Context: an optimization exercise on an open-source flow, tuned for small area and a short achievable clock period. The choices shown serve that exercise and are no tape-out recipe. Function was not checked in any run shown here: the RTL went through the layout flow alone.

==> flow/design.v (outline; a module is shown in full before it is edited, if it fits) <==
// module MultiTop: 20 lines
// module FA: 4 lines
// module HA: 4 lines
// module BENC: 8 lines
// module INV: 3 lines
// module NAND2: 3 lines
// module XOR2: 3 lines
// module AND2: 3 lines
// module AO21: 3 lines
// module XNOR: 3 lines
// module PPSEL: 3 lines
// module Multi: 1153 lines
module MultiTop(
    input             clk,
    input      [31:0] a,
    input      [31:0] b,
    output reg [31:0] prod
);
  // ...
==> flow/run.sh <==
#!/bin/bash
# synth_recipe.tcl (not shown) runs the flow's synth.tcl, then flattens the netlist and writes it again
# the make line also repeats each setting of config.mk as NAME=value (left out here)
make -C /OpenROAD-flow-scripts/flow DESIGN_CONFIG=/design/flow/config.mk WORK_HOME=/design/flow/orfs CLKGATE_MAP_FILE= SYNTH_SCRIPT=/design/flow/synth_recipe.tcl finish
==> flow/config.mk <==
export PLATFORM = sky130hd
export DESIGN_NAME = MultiTop
export DESIGN_NICKNAME = MultiTop
export VERILOG_FILES = /design/flow/design.v
export SDC_FILE = /design/flow/constraint.sdc
export NUM_CORES = 4
export LEC_CHECK = 0
export CAP_MARGIN = 20
export CORE_MARGIN = 2
export CORE_UTILIZATION = 60
export SLEW_MARGIN = 75
export SYNTH_HIERARCHICAL = 1
export SYNTH_MINIMUM_KEEP_SIZE = 0
==> flow/constraint.sdc <==
create_clock -name core_clock -period 17.0 [get_ports {clk}]
set_input_delay 3.4000 -clock core_clock [delete_from_list [all_inputs] [get_ports {clk}]]
set_output_delay 3.4000 -clock core_clock [all_outputs]
set_load 0.01 [all_outputs]
==> metrics.yaml, run 1 <==
critical_path:
  arrival_ns: 6.00
  crit_start: "b_q[3]"
  ff2ff_setup_slack_ns: 11.26
grt:
  grt_max_degree: 38
placed_design:
  gp_congestion: 0.945
status:
  status: "timing/DRC/antenna clean"
cells_and_area:
  sequential_cell_total: 96
  stdcell_area_sq_um: 14400
  largest_class: "multi-input combinational cells"
  fin_cells: 1524
  final_common_cell: "xnor2_1"
  clkbuf_count: 9
die:
  dieArea_sq_um: 21800
cts:
  clk_pin_slew_worst_paths_ns: 0.09
  cts_sinks: 96
hold_path:
  hp-start: "b_q[1]"
  hold_path_class: "register to register"
logic_synthesis:
  postSynthAreaPerCell_sq_um: 11.0
  synth_xor_xnor_area_share: 0.252
  yosysSeqAreaShare: 0.155
  synth_top_area_cell: "fa_1"
drt:
  avgRoutedWirePerCell_um: 22.3
  wirelength_mm: 34.0
  vias_per_cell: 6.36
timing:
  setup_viol: 0
==> run 2, diff against run 1 <==
--- a/flow/config.mk
+++ b/flow/config.mk
@@ -7,7 +7,7 @@
 export LEC_CHECK = 0
 export CAP_MARGIN = 20
 export CORE_MARGIN = 2
-export CORE_UTILIZATION = 60
-export SLEW_MARGIN = 75
+export CORE_UTILIZATION = 40
+export SLEW_MARGIN = 85
 export SYNTH_HIERARCHICAL = 1
 export SYNTH_MINIMUM_KEEP_SIZE = 0
==> run 2 against run 1 <==
  * Flip-flop and latch count stayed put
  * Cell count rose by 38%
  * Worst setup slack got worse by 1.3 ns
  * Non-clock buffer count rose by 455
  * Register-to-register slack worse by 1.3 ns
  * Critical endpoint unchanged
==> metrics.yaml, run 2 <==
logic_synthesis:
  netlist_area_sq_um: 12400
  synth_top_area_cell: "fa_1"
  yosysSeqAreaShare: 0.155  # unchanged
  ys_warn_count: 7
  synthDominantCellAreaShare: 0.325
  synthArstFlopShare: 0
  synth_area_leaders: "fa_1, xnor2_1, dfxtp_1, o22ai_1, xor2_1"
  syn_nets: 1446
  netlist-cell-type-count: 13
  synth_common_cells: "o22ai_1, xnor2_1, fa_1, dfxtp_1, xor2_1"
  synth_flop_cell: "dfxtp_1"
  postSynthAreaPerCell_sq_um: 11.0  # unchanged
  synth_edf_count: 0
  syn_inst: 1125
  ys_ff_latch: 96
cells_and_area:
  fin_cells: 2107  # +38%
  largestRegisters: "a_q: 32 flops, b_q: 32 flops, prod: 32 flops"
  final_common_cell: "o22ai_4"
  final_nets: 2025
  synthToLayoutAreaGrowth_pct: 112
  layout_common_cells: "o22ai_4, buf_1, fa_1, xnor2_4, xnor2_2"
  drive_above_1_share: 0.574
drt:
  drt_first_iter_violations: 2176
  wirelength_mm: 89.6  # +160%
  drc: 0
  vias_per_cell: 7.34  # +15%
  avgRoutedWirePerCell_um: 42.5  # +91%
  first_pass_iters: 7
  postRouteAntennaNets: 0
  via_count: 15500
die:
  coreArea_sq_um: 30500
  dieArea_sq_um: 32400  # +49%
  start_util: 0.406
  io_pins: 97
  die_w_um: 180
  rows: 64
  dieHeight_um: 180
critical_path:
  worst_ep_required_time_ns: 17.31
  arrival_ns: 7.34  # +1.34 ns
  critPathBufInv: 6
  crit_fanout: 10
  criticalPathCategory: "register to register"
  critPathTopFamily: "adder cells"
  startpoint_type: "register"
  path_cells: "buf_8 > buf_8 > buf_16 > xor2_4 > clkbuf_2 > nand2_4 > buf_4 > buf_4 > o22ai_4 > fa_4 > fa_1 > fa_1 > fa_1 > fa_1 > ha_1 > ha_1 > and2_1 > and2_1 > and2_1 > and2_1 > a21o_1 > xor2_1"
  end_kind: "register"
  max_stage_delay_ns: 0.91
  cp_slowest_cell: "fa_4"
timing:
  grt_setup_unrepaired: "no"
  final.setup.tns_ns: 0
  fmax_mhz: 142
  worst_slew_pin_slew_ns: 0.728
  period_minus_slack_ns: 7.03
  hold_viol_final: 0
  fin_ws_ns: 9.97
  skew_ns: 0.0187
  drv_slew: 0
  post-route-period-util: 0.413
  setup_viol: 0  # unchanged
  relSlewSlack: 0.515
  hold_slack_ns: 1.02
grt:
  grt_pass1_vias: 14900
  grt_max_degree: 21  # -45%
  grt_pass1_wl_mm: 94.6
  track_usage: 0.397
  grt-ovfl-total: 0
  antenna_found_initial: 1
cts:
  cts_setup_buffers: 0
  cts-htree-levels: 3
  postCtsHoldBufs: 0
  clk_latency_ns: 0.41
  numCtsBuffers: 9
  cts_sinks: 96  # unchanged
  clk_pin_slew_worst_paths_ns: 0.09  # about the same
  cts_tree: "done"
  root_buffer: "clkbuf_16"
  clockBufferDepth: 2
  cts.repair.resized: 0
hold_path:
  hold_path_class: "register to register"
placed_design:
  io_buffers: 96
  dpl.hpwl_mm: 47.4
  place_inst: 2008
  dp_slack_ns: 10.85
  gp_congestion: 0.886  # -6.3%
run:
  max_cap_viol_count: 0
status:
  status: "timing/DRC/antenna clean"
## run 2: final timing paths
check | start | endpoint | slack [ns] | cells after the start
setup reg to reg | b_q[7] | prod[31] | 9.97 | 22
hold / removal | b_q[1] | prod[0] | 1.02 | 3
hold reg to reg | b_q[1] | prod[0] | 1.02 | 3
setup / recovery | b_q[7] | prod[31] | 9.97 | 22
## run 2: cell type report
| cell class | instances | area, sq um |
|---|---|---|
| multi-input combinational | 990 | 18400 |
| timing repair buffer | 575 | 4850 |
| fill | 921 | 4200 |
| sequential | 96 | 2070 |
| tap | 396 | 495 |
| clock buffer | 9 | 225 |
| inverter | 32 | 205 |
| clock inverter | 7 | 77.6 |
| antenna | 2 | 5.00 |
## run 2: cells by family (layout without fill, tap and decap cells)
logic type / after synthesis / in the layout / share of synthesized area
XOR/XNOR: 357 / 357 / 0.252
AND/OR/NAND/NOR: 41 / 41 / 0.0177
buffers and inverters: 39 / 623 / 0.0139
other: 0 / 2 / 0
flip-flops: 96 / 96 / 0.155
adder cells (fa/ha/maj): 256 / 256 / 0.380
AO/OA/AOI/OAI: 336 / 336 / 0.181
## run 2: routing by layer
layer / vias to the layer above / global-route usage / part of all wire
li1: 5248 / - / -
met5: - / 0 / 0.0015
met3: 894 / 0.109 / 0.15
met1: 7479 / 0.439 / 0.30
met4: 4 / 0.327 / 0.13
met2: 1831 / 0.641 / 0.41
## run 2: tightest hold or removal path, stage by stage, from the launching register on
cell	delay, ns
dfxtp_2	0.34
buf_8	0.22
buf_8	0.22
ha_1	0.18
## run 2: per-module statistics from Yosys (local to each module, per instance), a selection
module | area [sq um] | cells | copies in the design
XNOR | 8.76 | 1 | 272
INV | 3.75 | 1 | 15
BENC | 11.3 | 1 | 15
HA | 12.5 | 1 | 55
AO21 | 7.51 | 1 | 49
FA | 20.0 | 1 | 201
PPSEL | 6.26 | 1 | 272
## run 2: metrics by stage
step | utilization | cell area, sq um
finish | 0.862 | 26300
global route | 0.862 | 26300
CTS | 0.742 | 22600
detailed placement | 0.732 | 22300
global placement | 0.457 | 13900
floorplan | - | 12400
==> run 3, diff against run 2 <==
--- a/flow/config.mk
+++ b/flow/config.mk
@@ -8,6 +8,6 @@
 export CAP_MARGIN = 20
 export CORE_MARGIN = 2
 export CORE_UTILIZATION = 40
-export SLEW_MARGIN = 85
+export SLEW_MARGIN = 80
 export SYNTH_HIERARCHICAL = 1
 export SYNTH_MINIMUM_KEEP_SIZE = 0
==> run 3 against run 2 <==
  * Still clean on timing, DRC and antenna
  * Register-to-register slack improved by 1.3 ns
  * Sequential share of layout area increased by 4.3 points
  * First-iteration DRC count decreased by 71%
  * Area after synthesis is the same
  * Cell count shrank 20%
  * Critical path depth decreased by 3
  * Critical path type unchanged
==> metrics.yaml, run 3 <==
status:
  status: "timing/DRC/antenna clean"
hold_path:
  hp-start: "b_q[2]"
  hold_path_class: "register to register"
logic_synthesis:
  ys_ff_latch: 96  # unchanged
  synth_xor_xnor_area_share: 0.252  # unchanged
  synthAdderAreaFrac: 0.380  # unchanged
  ys_warn_count: 7  # unchanged
  syn_inst: 1125  # unchanged
  synthMuxAreaShare: 0  # unchanged
  synth_compound_area_frac: 0.181  # unchanged
  syn_nets: 1446  # unchanged
  synth_top_family_by_area: "adder cells"
  synth_flop_cell: "dfxtp_1"
  synth_area_leaders: "fa_1, xnor2_1, dfxtp_1, o22ai_1, xor2_1"
  postSynthAreaPerCell_sq_um: 11.0  # unchanged
  synthSimpleGateAreaFrac: 0.0177  # unchanged
  netlist_area_sq_um: 12400  # unchanged
  synth_top_area_cell: "fa_1"
  synthDominantCellAreaShare: 0.325  # unchanged
  synth_edf_count: 0  # unchanged
  synth_common_cells: "o22ai_1, xnor2_1, fa_1, dfxtp_1, xor2_1"
  netlist-cell-type-count: 13  # unchanged
  synthArstFlopShare: 0  # unchanged
  yosysSeqAreaShare: 0.155  # unchanged
drt:
  first_pass_iters: 5  # -2
  postRouteAntennaNets: 0  # unchanged
  wirelength_mm: 36.6  # -59%
  via_count: 9817  # -36%
  vias_per_cell: 5.81  # -21%
  drc: 0  # unchanged
  avgRoutedWirePerCell_um: 21.7  # -49%
  drt_first_iter_violations: 640  # -71%
placed_design:
  dpl.hpwl_mm: 28.2  # -40%
  gp_congestion: 0.886  # unchanged
  io_buffers: 96  # unchanged
  placedInstanceArea_sq_um: 15700  # -30%
grt:
  antenna_found_initial: 0  # -1
  track_usage: 0.228  # -0.169
  grt-ovfl-total: 0  # unchanged
  grt_pass1_wl_mm: 57.7  # -39%
  grt_max_degree: 33  # +57%
  grt_pass1_vias: 10300  # -31%
timing:
  period_minus_slack_ns: 5.71  # -1.31 ns
  relSlewSlack: 0.794  # +0.279
  worst_slew_pin_slew_ns: 0.307  # -0.420 ns
  hold_viol_final: 0  # unchanged
  post-route-period-util: 0.336  # -0.0773
  fmax_mhz: 175  # +23%
  skew_ns: 0.0125  # -0.00617 ns
  setup_viol: 0  # unchanged
  final.setup.tns_ns: 0  # unchanged
  grt_setup_unrepaired: "no"
  hold_slack_ns: 0.955  # -0.0599 ns
  drv_slew: 0  # unchanged
cells_and_area:
  antennaDiodeCount: 0  # -2
  synthToLayoutAreaGrowth_pct: 33.0
  final_nets: 1610  # -20%
  stdcell_area_sq_um: 16500  # -37%
  layout_common_cells: "xnor2_1, fa_1, o22ai_1, clkdlybuf4s50_1, xor2_1"
  largestRegisters: "a_q: 32 flops, b_q: 32 flops, prod: 32 flops"
  drive_above_1_share: 0.235  # -0.339
  final_common_cell: "xnor2_1"
run:
  max_cap_viol_count: 0  # unchanged
critical_path:
  crit_path_frequent_cell: "fa_1"
  critPathBufInv: 3  # -3
  startpoint_type: "register"
  criticalPathCategory: "register to register"
  r2r_start: "b_q[9]"
  arrival_ns: 5.97  # -1.37 ns
  max_stage_delay_ns: 0.53  # -0.38 ns
  end_kind: "register"
  worst_ep_required_time_ns: 17.26  # -0.05 ns
  critPathTopFamily: "adder cells"
  crit_fanout: 16  # +6
  cp_slowest_cell: "fa_1"
  crit_start: "b_q[9]"
  path_cells: "buf_8 > buf_16 > xor2_1 > nand2_4 > buf_8 > o22ai_1 > fa_1 > fa_1 > fa_1 > fa_1 > fa_1 > ha_1 > ha_1 > ha_1 > and2_1 > a21o_1 > a21o_1 > a21o_1 > xor2_1"
die:
  dieArea_sq_um: 32400  # unchanged
  die_w_um: 180  # unchanged
  io_pins: 97  # unchanged
  start_util: 0.406  # unchanged
  dieHeight_um: 180  # unchanged
  rows: 64  # unchanged
  coreArea_sq_um: 30500  # unchanged
cts:
  cts_setup_buffers: 0  # unchanged
  root_buffer: "clkbuf_16"
  cts_tree: "done"
  clk_latency_ns: 0.38  # -0.03 ns
  numCtsBuffers: 9  # unchanged
  postCtsHoldBufs: 0  # unchanged
  clockBufferDepth: 2  # unchanged
  clk_pin_slew_worst_paths_ns: 0.07  # -0.02 ns
  cts.repair.resized: 0  # unchanged
  cts_sinks: 96  # unchanged
  cts-htree-levels: 3  # unchanged
-- run 3: cell counts after synthesis --
Identical to the previous run, type by type.
-- run 3: cell type report --
class / count / area (sq um)
sequential: 96 / 2010
inverter: 32 / 159
tap: 396 / 495
clock buffer: 10 / 239
clock inverter: 6 / 62.6
fill: 2555 / 14000
timing repair buffer: 160 / 1680
multi-input combinational: 990 / 11800
-- run 3: worst reg2reg max path: cells and delay by family, from the launching register on --
| family | cells | cell delay (ns) |
|---|---|---|
| AOI/OAI and AO/OA | 4 | 0.69 |
| xor gates and xnor gates | 2 | 0.41 |
| adders and majority gates | 8 | 3.18 |
| buffers and inverters | 3 | 0.63 |
| DFF | 1 | 0.35 |
| and+or+nand+nor | 2 | 0.34 |
-- run 3: per-stage QoR --
step / std cells / setup slack (ns) / util
detailed placement: 1668 / 11.34 / 0.514
floorplan: 1125 / 10.47 / -
global route: 1690 / 11.07 / 0.540
finish: 1690 / 11.29 / 0.540
CTS: 1684 / 11.31 / 0.524
global placement: 1628 / 10.56 / 0.457
-- run 3: per-layer routing --
metal | vias to the layer above | routed length (um) | track usage
met5 | - | 0 | 0
met4 | 0 | 1450 | 0.106
met3 | 83 | 2320 | 0.0346
met2 | 430 | 17500 | 0.366
met1 | 4886 | 15300 | 0.304
li1 | 4418 | - | -
-- run 3: path summary, 6_finish.rpt --
kind / end / slack [ns] / cells after the start
max reg2reg: prod[30] / 11.29 / 19
min: prod[2] / 0.96 / 3
max: prod[30] / 11.29 / 19
min reg2reg: prod[2] / 0.96 / 3
-- run 3: cell families (layout without fill, tap and decap cells) --
kind of cell | after synthesis | count (layout)
xor+xnor | 357 | 357
compound gates | 336 | 336
fa+ha+maj | 256 | 256
flops | 96 | 96
simple gates | 41 | 41
buf+inv | 39 | 208
-- run 3: modules after synthesis, one instance, submodules excluded, excerpt --
module | times used | flops+latches | cells | area, sq um
XOR2 | 85 | 0 | 1 | 8.76
INV | 15 | 0 | 1 | 3.75
MultiTop | 1 | 96 | 96 | 1920
XNOR | 272 | 0 | 1 | 8.76
AO21 | 49 | 0 | 1 | 7.51
PPSEL | 272 | 0 | 1 | 6.26
Multi | 1 | 0 | 25 | 123
HA | 55 | 0 | 1 | 12.5
FA | 201 | 0 | 1 | 20.0
NAND2 | 15 | 0 | 1 | 3.75
==> run 4, diff against run 3 <==
--- a/flow/config.mk
+++ b/flow/config.mk
@@ -8,6 +8,6 @@
 export CAP_MARGIN = 20
 export CORE_MARGIN = 2
 export CORE_UTILIZATION = 40
-export SLEW_MARGIN = 80
+export SLEW_MARGIN = 70
 export SYNTH_HIERARCHICAL = 1
 export SYNTH_MINIMUM_KEEP_SIZE = 0
==> run 4 against run 3 <==
  * Highest routed layer unchanged
  * Sequential share of layout area rose by 1.5 points
  * Largest cell class unchanged
  * Still clean
  * Flip-flop and latch count did not move
  * Die area did not move
==> metrics.yaml, run 4 <==
timing:
  period_minus_slack_ns: 5.97  # +0.259 ns
  drv_slew: 0  # unchanged
  hold_slack_ns: 0.897  # -0.0586 ns
  hold_viol_final: 0  # unchanged
  post-route-period-util: 0.351  # +0.0152
  worst_slew_pin_slew_ns: 0.440  # +0.133 ns
  relSlewSlack: 0.707  # -0.0870
  fmax_mhz: 167  # -4.3%
  setup_viol: 0  # unchanged
  final.setup.tns_ns: 0  # unchanged
  grt_setup_unrepaired: "no"
  skew_ns: 0.0107  # -0.00188 ns
critical_path:
  crit_path_frequent_cell: "a21o_1"
  criticalPathCategory: "register to register"
  critPathTopFamily: "adder cells"
  path_cells: "buf_16 > xor2_1 > nand2_2 > buf_4 > o22ai_1 > fa_1 > fa_1 > fa_1 > fa_1 > ha_1 > ha_1 > ha_1 > a21o_1 > a21o_1 > a21o_1 > a21o_1 > a21o_1 > xor2_1"
  end_kind: "register"
  cp_slowest_cell: "dfxtp_4"
  arrival_ns: 6.23  # +0.26 ns
  critPathBufInv: 2  # -1
  startpoint_type: "register"
  worst_ep_required_time_ns: 17.26  # about the same
  crit_fanout: 20  # +4
  max_stage_delay_ns: 0.53  # about the same
cts:
  clk_latency_ns: 0.38  # about the same
  cts_tree: "done"
  cts-htree-levels: 3  # unchanged
  numCtsBuffers: 9  # unchanged
  clockBufferDepth: 2  # unchanged
  postCtsHoldBufs: 0  # unchanged
  clk_pin_slew_worst_paths_ns: 0.07  # about the same
  cts_setup_buffers: 0  # unchanged
  cts_sinks: 96  # unchanged
  root_buffer: "clkbuf_16"
  cts.repair.resized: 0  # unchanged
logic_synthesis:
  synthDominantCellAreaShare: 0.325  # unchanged
  synth_edf_count: 0  # unchanged
  synth_flop_cell: "dfxtp_1"
  netlist-cell-type-count: 13  # unchanged
  ys_warn_count: 7  # unchanged
  synthArstFlopShare: 0  # unchanged
  syn_nets: 1446  # unchanged
  synth_top_area_cell: "fa_1"
  postSynthAreaPerCell_sq_um: 11.0  # unchanged
  netlist_area_sq_um: 12400  # unchanged
  ys_ff_latch: 96  # unchanged
  synth_common_cells: "o22ai_1, xnor2_1, fa_1, dfxtp_1, xor2_1"
  syn_inst: 1125  # unchanged
  yosysSeqAreaShare: 0.155  # unchanged
  synth_area_leaders: "fa_1, xnor2_1, dfxtp_1, o22ai_1, xor2_1"
drt:
  via_count: 9370  # -4.6%
  postRouteAntennaNets: 0  # unchanged
  first_pass_iters: 5  # unchanged
  wirelength_mm: 34.0  # -7.2%
  drt_first_iter_violations: 739  # +15%
  avgRoutedWirePerCell_um: 20.6  # -4.7%
  drc: 0  # unchanged
  vias_per_cell: 5.70  # -1.9%
die:
  die_w_um: 180  # unchanged
  dieHeight_um: 180  # unchanged
  io_pins: 97  # unchanged
  rows: 64  # unchanged
  start_util: 0.406  # unchanged
  coreArea_sq_um: 30500  # unchanged
  dieArea_sq_um: 32400  # unchanged
placed_design:
  dpl.hpwl_mm: 26.1  # -7.4%
  gp_congestion: 0.886  # unchanged
  io_buffers: 96  # unchanged
run:
  max_cap_viol_count: 0  # unchanged
cells_and_area:
  drive_above_1_share: 0.0729  # -0.162
  layout_common_cells: "o22ai_1, xnor2_1, fa_1, clkdlybuf4s50_1, xor2_1"
  final_nets: 1565  # -2.8%
  synthToLayoutAreaGrowth_pct: 16.1
  antennaDiodeCount: 0  # unchanged
  largestRegisters: "a_q: 32 flops, b_q: 32 flops, prod: 32 flops"
grt:
  grt_pass1_wl_mm: 54.9  # -5.0%
  antenna_found_initial: 0  # unchanged
  grt-ovfl-total: 0  # unchanged
  grt_pass1_vias: 9795  # -5.1%
  track_usage: 0.216  # -0.0120
  grt_max_degree: 38  # +15%
hold_path:
  hold_path_class: "register to register"
status:
  status: "timing/DRC/antenna clean"
==> run 4: final timing paths <==
path | from | endpoint | slack (ns) | cells past startpoint
min | b_q[1] | prod[0] | 0.90 | 2
max reg2reg | b_q[3] | prod[30] | 11.03 | 18
max | b_q[3] | prod[30] | 11.03 | 18
min reg2reg | b_q[1] | prod[0] | 0.90 | 2
==> run 4: logic make-up after synthesis <==
family	count (synthesis)	synth area share
xor gates and xnor gates	357	0.252
AOI/OAI and AO/OA	336	0.181
adders and majority gates	256	0.380
DFF	96	0.155
and+or+nand+nor	41	0.0177
buffers and inverters	39	0.0139
==> run 4: metrics by stage <==
| stage | utilization | cells | cell area [sq um] | worst slack [ns] |
|---|---|---|---|---|
| global placement | 0.457 | 1628 | 13900 | 10.56 |
| detailed placement | 0.461 | 1629 | 14100 | 11.06 |
| floorplan | - | 1125 | 12400 | 10.47 |
| CTS | 0.471 | 1645 | 14400 | 11.04 |
| finish | 0.472 | 1645 | 14400 | 11.03 |
| global route | 0.472 | 1645 | 14400 | 10.75 |
==> run 4: modules after synthesis, one instance, submodules excluded <==
module	times used	flops+latches
AND2	25	0
AO21	49	0
BENC	15	0
FA	201	0
HA	55	0
INV	15	0
Multi	1	0
MultiTop	1	96
NAND2	15	0
PPSEL	272	0
XNOR	272	0
XOR2	85	0
==> run 4: layout make-up <==
type	count	area (sq um)
clock buffers	10	239
clock inverters	6	62.6
fillers	2858	16100
inverters	32	130
multi-input cells	990	10400
flip-flops and latches	96	1970
well taps	396	495
repair buffers	115	1140
==> run 4: worst reg2reg max path, cell delays in order (launching register included) <==
cell	delay, ns
dfxtp_4	0.53
buf_16	0.22
xor2_1	0.33
nand2_2	0.29
buf_4	0.29
o22ai_1	0.24
fa_1	0.50
fa_1	0.46
fa_1	0.53
fa_1	0.41
ha_1	0.20
ha_1	0.27
ha_1	0.32
a21o_1	0.21
a21o_1	0.18
a21o_1	0.16
a21o_1	0.31
a21o_1	0.24
xor2_1	0.16
==> run 4: metal layers <==
| metal | part of all wire | vias to the layer above | GRT usage |
|---|---|---|---|
| met5 | 0 | - | 0 |
| met4 | 0.035 | 0 | 0.0888 |
| met3 | 0.065 | 69 | 0.0278 |
| met2 | 0.46 | 415 | 0.348 |
| met1 | 0.44 | 4585 | 0.294 |
| li1 | - | 4301 | - |
==> module BENC, before the edit <==
module BENC(input b2, input b1, input b0, output onen, output twon, output neg);
    wire one, t;
    XOR2 xone(.a(b1), .b(b0), .y(one));
    INV ione(.a(one), .y(onen));
    XOR2 xt(.a(b2), .b(b1), .y(t));
    NAND2 ntwo(.a(t), .b(one), .y(twon));
    assign neg = b2 & ~(b1 & b0);
endmodule
==> run 5, diff against run 4 <==
--- a/flow/design.v
+++ b/flow/design.v
@@ -28,16 +28,12 @@
     assign co = a & b;
 endmodule
 module BENC(input b2, input b1, input b0, output onen, output twon, output neg);
-    wire one, t;
-    XOR2 xone(.a(b1), .b(b0), .y(one));
-    INV ione(.a(one), .y(onen));
+    wire t;
+    XNOR xone(.a(b1), .b(b0), .y(onen));
     XOR2 xt(.a(b2), .b(b1), .y(t));
-    NAND2 ntwo(.a(t), .b(one), .y(twon));
+    NAND2 ntwo(.a(t), .b(onen), .y(twon));
     assign neg = b2 & ~(b1 & b0);
 endmodule
-module INV(input a, output y);
-    assign y = ~a;
-endmodule
 module NAND2(input a, input b, output y);
     assign y = ~(a & b);
 endmodule
--- a/flow/config.mk
+++ b/flow/config.mk
@@ -8,6 +8,6 @@
 export CAP_MARGIN = 20
 export CORE_MARGIN = 2
 export CORE_UTILIZATION = 40
-export SLEW_MARGIN = 70
+export SLEW_MARGIN = 75
 export SYNTH_HIERARCHICAL = 1
 export SYNTH_MINIMUM_KEEP_SIZE = 0
==> run 5 against run 4 <==
  * Global-route usage rose by 0.19 points
  * Via count fell by 0.14%
  * Area after synthesis down 0.45%
  * Sequential share of layout area shrank 0.20 points
  * Largest cell class unchanged
  * Count of clock-buffer cells in the layout fell by 1
  * Still clean
  * Utilization up 1.2 points
  * First-iteration DRC count up 2.7%
  * Critical path type unchanged
==> metrics.yaml, run 5 <==
status:
  status: "timing/DRC/antenna clean"
drt:
  drt_first_iter_violations: 759  # +2.7%
  wirelength_mm: 34.3  # +0.94%
  vias_per_cell: 5.65  # -0.74%
  postRouteAntennaNets: 0  # unchanged
  first_pass_iters: 5  # unchanged
  via_count: 9357  # -0.14%
  drc: 0  # unchanged
  avgRoutedWirePerCell_um: 20.7  # +0.33%
logic_synthesis:
  yosysSeqAreaShare: 0.156  # +0.000708
  synthDominantCellAreaShare: 0.326  # +0.00148
  synth_top_area_cell: "fa_1"
  synthArstFlopShare: 0  # unchanged
  syn_inst: 1110  # -1.3%
  netlist-cell-type-count: 13  # unchanged
  netlist_area_sq_um: 12300  # -0.45%
  synth_common_cells: "xnor2_1, o22ai_1, fa_1, dfxtp_1, xor2_1"
  postSynthAreaPerCell_sq_um: 11.1  # +0.89%
  ys_warn_count: 7  # unchanged
  synth_area_leaders: "fa_1, xnor2_1, dfxtp_1, o22ai_1, ha_1"
  synth.most_common_cell: "xnor2_1"
  syn_nets: 1431  # -1.0%
  synth_edf_count: 0  # unchanged
  ys_ff_latch: 96  # unchanged
  synth_flop_cell: "dfxtp_1"
critical_path:
  worst_ep_required_time_ns: 17.26  # about the same
  crit_start: "b_q[7]"
  end_kind: "register"
  critical_path.endpoint: "prod[31]"
  startpoint_type: "register"
  crit_fanout: 25  # +25%
  cp_slowest_cell: "fa_1"
  r2r_cells: 19  # +1
  r2r_start: "b_q[7]"
  timing.rr.end: "prod[31]"
  arrival_ns: 6.12  # -0.11 ns
  ff2ff_setup_slack_ns: 11.14  # +0.11 ns
  crit_cells: 19  # +1
  critPathBufInv: 3  # +1
  crit_path_frequent_cell: "fa_1"
  max_stage_delay_ns: 0.53  # about the same
  criticalPathCategory: "register to register"
  path_cells: "buf_8 > buf_16 > xnor2_2 > buf_4 > nand2_4 > o22ai_1 > fa_1 > fa_1 > fa_1 > fa_1 > fa_1 > ha_1 > ha_1 > ha_1 > and2_1 > a21o_1 > a21o_1 > a21o_1 > xor2_1"
  critPathTopFamily: "adder cells"
placed_design:
  place_inst: 1637  # +0.49%
  dpl.hpwl_mm: 26.7  # +2.2%
  io_buffers: 96  # unchanged
  gp_congestion: 0.863  # -2.5%
grt:
  grt_pass1_wl_mm: 54.7  # -0.22%
  track_usage: 0.218  # +0.00187
  grt-ovfl-total: 0  # unchanged
  antenna_found_initial: 0  # unchanged
  grt_max_degree: 34  # -11%
  grt_pass1_vias: 9649  # -1.5%
cts:
  numCtsBuffers: 9  # unchanged
  clk_pin_slew_worst_paths_ns: 0.08  # about the same
  root_buffer: "clkbuf_16"
  cts_sinks: 96  # unchanged
  cts-htree-levels: 3  # unchanged
  cts_tree: "done"
  clk_latency_ns: 0.38  # about the same
  clockBufferDepth: 2  # unchanged
  cts.repair.resized: 0  # unchanged
  cts_setup_buffers: 0  # unchanged
  postCtsHoldBufs: 0  # unchanged
timing:
  fmax_mhz: 171  # +1.9%
  setup_viol: 0  # unchanged
  skew_ns: 0.0143  # +0.00367 ns
  hold_viol_final: 0  # unchanged
  relSlewSlack: 0.754  # +0.0473
  grt_setup_unrepaired: "no"
  drv_slew: 0  # unchanged
  period_minus_slack_ns: 5.86  # -0.110 ns
  final.setup.tns_ns: 0  # unchanged
  worst_slew_pin_slew_ns: 0.369  # -0.0710 ns
  post-route-period-util: 0.345  # -0.00645
cells_and_area:
  synthToLayoutAreaGrowth_pct: 19.5
  nFillCells: 2774  # -2.9%
  drive_above_1_share: 0.101  # +0.0280
  fin_cells: 1655  # +0.61%
  final_common_cell: "xnor2_1"
  layout_common_cells: "xnor2_1, o22ai_1, fa_1, clkdlybuf4s50_1, dfxtp_1"
  antennaDiodeCount: 0  # unchanged
  largestRegisters: "a_q: 32 flops, b_q: 32 flops, prod: 32 flops"
  final_nets: 1575  # +0.64%
die:
  die_w_um: 180  # -0.22%
  coreArea_sq_um: 30500  # unchanged
  dieArea_sq_um: 32300  # -0.44%
  dieHeight_um: 180  # -0.22%
  io_pins: 97  # unchanged
  rows: 64  # unchanged
  start_util: 0.404  # -0.00185
hold_path:
  hold_path_class: "register to register"
  whs_path_depth: 3  # +1
run:
  max_cap_viol_count: 0  # unchanged
==> run 5: cells by family (layout without fill, tap and decap cells) <==
logic type	count (synthesis)	in the layout	synth area share
XOR/XNOR	357	357	0.253
adder cells (fa/ha/maj)	256	256	0.382
AO/OA/AOI/OAI	336	336	0.181
flip-flops	96	96	0.156
AND/OR/NAND/NOR	41	41	0.0178
buffers and inverters	24	173	0.00943
==> run 5: how the worst min path moves through the flow <==
stage | end | from | slack, ns
floorplan | prod[2] | b_q[2] | 0.90
global placement | prod[2] | b_q[2] | 0.89
detailed placement | prod[2] | b_q[2] | 0.88
CTS | prod[0] | b_q[1] | 0.91
global route | prod[0] | b_q[1] | 0.96
finish | prod[2] | b_q[2] | 0.89
==> run 5: through the flow <==
step                hold slack (ns)   util  setup WS (ns)  cell area [sq um]
floorplan                     0.897      -           9.47              12300
global placement              0.890  0.458          10.44              14000
detailed placement            0.875  0.470          11.14              14400
CTS                           0.906  0.481          11.13              14700
global route                  0.956  0.483          10.87              14700
finish                        0.893  0.483          11.14              14700
==> run 5: area by class of cell <==
| type | instances | area, sq um | share of cell area |
|---|---|---|---|
| repair buffers | 140 | 1380 | 0.0939 |
| clock buffers | 9 | 225 | 0.0153 |
| clock inverters | 7 | 83.8 | 0.00569 |
| flip-flops and latches | 96 | 1980 | 0.135 |
| multi-input cells | 990 | 10500 | 0.713 |
| well taps | 396 | 495 | 0.0336 |
| inverters | 17 | 63.8 | 0.00433 |
==> run 5: modules after synthesis (local to each module, per instance), a selection <==
module / copies in the design / area, sq um / flops+latches / cells
AND2: 25 / 6.26 / 0 / 1
AO21: 49 / 7.51 / 0 / 1
BENC: 15 / 11.3 / 0 / 1
HA: 55 / 12.5 / 0 / 1
Multi: 1 / 123 / 0 / 25
MultiTop: 1 / 1920 / 96 / 96
NAND2: 15 / 3.75 / 0 / 1
PPSEL: 272 / 6.26 / 0 / 1
XNOR: 287 / 8.76 / 0 / 1
XOR2: 70 / 8.76 / 0 / 1
==> run 5: worst register-to-register path, stage by stage (launching register included) <==
cell	delay (ns)
dfxtp_4	0.41
buf_8	0.19
buf_16	0.18
xnor2_2	0.12
buf_4	0.32
nand2_4	0.25
o22ai_1	0.27
fa_1	0.53
fa_1	0.48
fa_1	0.42
fa_1	0.53
fa_1	0.41
ha_1	0.20
ha_1	0.27
ha_1	0.32
and2_1	0.18
a21o_1	0.21
a21o_1	0.16
a21o_1	0.15
xor2_1	0.15
==> run 5: per-layer routing <==
layer / wire [um] / share of wire / track usage
met1: 15100 / 0.44 / 0.295
met2: 15800 / 0.46 / 0.347
met3: 2560 / 0.075 / 0.0478
met4: 785 / 0.023 / 0.0725
met5: 0 / 0 / 0

afterwards: timing with drivers on the ports:
No port has a modelled driver above. Below, the same layouts with a new extraction and two added sets of constraints.
Step 1, drivers: a clkbuf_16 drives clk and a buf_2 each remaining input, both assumed.
Step 2 adds t to the input delays and takes it off the output delays; t is the mean of the earliest and latest rising clock arrival at the registers after step 1. Input paths then give back, and output paths get back, about the clock's delay inside the block.
a / b / c = no drivers / after step 1 / after step 2; a / b = the first two.
run | shift t [ns] | slack for setup (ns) | hold WS [ns] | worst setup path at the end | pins driven straight from the clock port
run 1 | 0.412 | 11.259 / 11.259 / 11.259 | 0.875 / 0.875 / 0.875 | register to register | 1
run 2 | 0.457 | 9.973 / 9.973 / 9.973 | 1.015 / 1.015 / 1.015 | register to register | 1
run 3 | 0.422 | 11.288 / 11.288 / 11.288 | 0.955 / 0.955 / 0.955 | register to register | 1
run 4 | 0.424 | 11.029 / 11.029 / 11.029 | 0.897 / 0.897 / 0.897 | register to register | 1
run 5 | 0.421 | 11.139 / 11.139 / 11.139 | 0.893 / 0.893 / 0.893 | register to register | 1
After both steps every run listed still meets setup and hold.
